What follows belongs to an exercise in optimizing a design on an open flow for small area and a short achievable clock period; a production flow would make more cautious choices.
RTL that was checked went through simulation tests only; none was proved equivalent to the original.

== gamma ==
// systolic_array
module systolic_array #(
    parameter M           = 5,
    parameter N           = 3,
    parameter K           = 4,
    parameter DATA_WIDTH  = 32
) (
    input clk,
    input rst_n,
    input [DATA_WIDTH*M-1:0] X,
    input [DATA_WIDTH*K-1:0] W,
    output reg [DATA_WIDTH*M*K-1:0] Y,
    output done
);
For scale: ~13000 cells after synthesis.
clock: 8.5 ns
lec_check: 0
abc_area: 1
cap_margin: 20
core_margin: 2
core_utilization: 55
cts_cluster_diameter: 150
cts_cluster_size: 20
place_density: 0.65
setup_slack_margin: 5
slew_margin: 20
synth_hierarchical: 1
standard.sh (not shown) runs the stock make flow with config.mk's settings and CLKGATE_MAP_FILE= SYNTH_SCRIPT=/design/flow/synth_recipe.tcl, a recipe that flattens the netlist after the stock synthesis.
==> flow/flow/run.sh <==
#!/bin/bash
# The standard layout with two changes:
#  - input and output ports are buffered with plain buffers (buf_1) instead
#    of the delay cells buffer_ports picks by default;
#  - after the standard synthesis, fa_polarity.py complements some full
#    adders (a full adder is self-dual) so that fewer inverters are needed
#    between them; registers and all other cells are unchanged.
set -euo pipefail
export BUFFER_PORTS_ARGS="-buffer_cell sky130_fd_sc_hd__buf_1"
RES=orfs/results/${FLOW_PLATFORM}/systolic_array/base
bash standard.sh synth > make_synth.log 2>&1
python3 flow/fa_polarity.py $RES/1_2_yosys.v $RES/1_2_yosys.pol.v > fa_polarity.log 2>&1
cp $RES/1_2_yosys.v 1_2_yosys.standard.v
mv $RES/1_2_yosys.pol.v $RES/1_2_yosys.v
rm -f $RES/1_synth.odb $RES/1_synth.sdc
bash standard.sh > make_layout.log 2>&1
Other scripts of this flow, unchanged in this note and not shown: flow/flow/fa_polarity.py
The following lists how beta was set up differently from gamma:
--- a/flow/design.v
+++ b/flow/design.v
@@ -838,16 +838,14 @@
         wire ax411 = ax405 ^ ax406;
         wire ax412 = ax407 ^ ax408;
         wire ax413 = ax409 ^ ax410;
         wire ax414 = ac160 ^ ac162;
         wire ax415 = ac284 ^ ac286;
         wire ax416 = ax411 ^ ax412;
         wire ax417 = ax413 ^ ax414;
-        wire ax418 = ax415 ^ ax416;
-        wire ax419 = ac288 ^ ac390;
         reg ra_0_0;
         reg ra_0_1;
         reg ra_0_2;
         reg ra_1_0;
         reg ra_1_1;
         reg ra_2_0;
         reg ra_2_1;
@@ -964,14 +962,16 @@
         reg ra_30_1;
         reg ra_30_2;
         reg ra_30_3;
         reg ra_31_0;
         reg ra_31_1;
         reg ra_31_2;
         reg ra_31_3;
+        reg ra_31_4;
+        reg ra_31_5;
         always @(posedge clk) begin
           ra_0_0 <= neg0;
           ra_0_1 <= accm[0];
           ra_0_2 <= pp0_0;
           ra_1_0 <= accm[1];
           ra_1_1 <= pp0_1;
           ra_2_0 <= neg1;
@@ -1085,18 +1085,20 @@
           ra_29_1 <= ac384;
           ra_29_2 <= as385;
           ra_29_3 <= as387;
           ra_30_0 <= ac386;
           ra_30_1 <= ac388;
           ra_30_2 <= as389;
           ra_30_3 <= as391;
-          ra_31_0 <= ax417;
-          ra_31_1 <= ax418;
-          ra_31_2 <= ac392;
-          ra_31_3 <= ax419;
+          ra_31_0 <= ax415;
+          ra_31_1 <= ax416;
+          ra_31_2 <= ac288;
+          ra_31_3 <= ac390;
+          ra_31_4 <= ac392;
+          ra_31_5 <= ax417;
         end
         wire bs1 = ra_2_0 ^ ra_2_1;
         wire bc2 = ra_2_0 & ra_2_1;
         wire bs3 = ra_3_0 ^ ra_3_1;
         wire bc4 = ra_3_0 & ra_3_1;
         wire bs5 = ra_4_0 ^ ra_4_1 ^ ra_4_2;
         wire bc6 = (ra_4_0 & ra_4_1) | (ra_4_0 & ra_4_2) | (ra_4_1 & ra_4_2);
@@ -1212,18 +1214,20 @@
         wire bc116 = (ra_28_3 & bc52) | (ra_28_3 & bs53) | (bc52 & bs53);
         wire bs117 = ra_29_3 ^ bc54 ^ bs55;
         wire bc118 = (ra_29_3 & bc54) | (ra_29_3 & bs55) | (bc54 & bs55);
         wire bs119 = ra_30_3 ^ bc56 ^ bs57;
         wire bc120 = (ra_30_3 & bc56) | (ra_30_3 & bs57) | (bc56 & bs57);
         wire bx121 = ra_31_0 ^ ra_31_1;
         wire bx122 = ra_31_2 ^ ra_31_3;
-        wire bx123 = bx121 ^ bx122;
-        wire bx124 = bc58 ^ bx123;
+        wire bx123 = ra_31_4 ^ ra_31_5;
+        wire bx124 = bx121 ^ bx122;
+        wire bx125 = bx123 ^ bc58;
+        wire bx126 = bx124 ^ bx125;
         wire [31:0] r0 = {bc120, bc118, bc116, bc114, bc112, bc110, bc108, bc106, bc104, bc102, bc100, bc98, bc96, bc94, bc92, bc90, bc88, bc86, bc84, bc82, bc80, bc78, bc76, bc74, bc72, bc70, bc68, bc66, bc64, bc62, bc60, ra_0_2};
-        wire [31:0] r1 = {bx124, bs119, bs117, bs115, bs113, bs111, bs109, bs107, bs105, bs103, bs101, bs99, bs97, bs95, bs93, bs91, bs89, bs87, bs85, bs83, bs81, bs79, bs77, bs75, bs73, bs71, bs69, bs67, bs65, bs63, bs61, bs59};
+        wire [31:0] r1 = {bx126, bs119, bs117, bs115, bs113, bs111, bs109, bs107, bs105, bs103, bs101, bs99, bs97, bs95, bs93, bs91, bs89, bs87, bs85, bs83, bs81, bs79, bs77, bs75, bs73, bs71, bs69, bs67, bs65, bs63, bs61, bs59};
         wire [31:0] cg0 = r0 & r1;
         wire [31:0] cp0 = r0 ^ r1;
         wire sg1_1 = cg0[1] | (cp0[1] & cg0[0]);
         wire sp1_1 = cp0[1] & cp0[0];
         wire sg1_3 = cg0[3] | (cp0[3] & cg0[2]);
         wire sp1_3 = cp0[3] & cp0[2];
         wire sg1_5 = cg0[5] | (cp0[5] & cg0[4]);
Notes after the runs:
beta completed every stage of the flow, and the final layout passed the timing, design-rule and antenna checks. When beta is measured against gamma, its non-clock buffer share of cell area turns out 0.28 points lower. Worst setup slack delta (beta − gamma): favourable. First-pass GRT wire length of beta is on par with gamma. Final cell count (beta vs. gamma) increases slightly. beta and gamma ended up with roughly the same placed standard-cell area.
For gamma, only the layout was checked, not whether the RTL still works.

-- afterwards: timing with drivers on the ports --
How much do the figures lean on ideal ports? The routed layouts below were timed once more, with nothing changed but the port constraints. Step 1 assumes that a clkbuf_16 drives the clock port and a buf_2 every other input. Step 2 moves the port delays by t, midway between the first and last clock arrival at a register: inputs arrive t later, outputs are due t later. That takes back most of the time a late clock gives input paths. Slacks: no drivers / after step 1 / after step 2; pairs: no drivers / after step 1.
| run | t (ns) | slack for setup (ns) | worst setup path at the end | worst data-port slew with drivers (ns) |
|---|---|---|---|---|
| gamma | 0.908 | 4.963 / 4.939 / 4.963 | register to register | 0.16 |
| beta | 0.938 | 5.004 / 4.940 / 5.004 | register to register | 0.24 |
After both steps setup and hold are still met in every run listed.
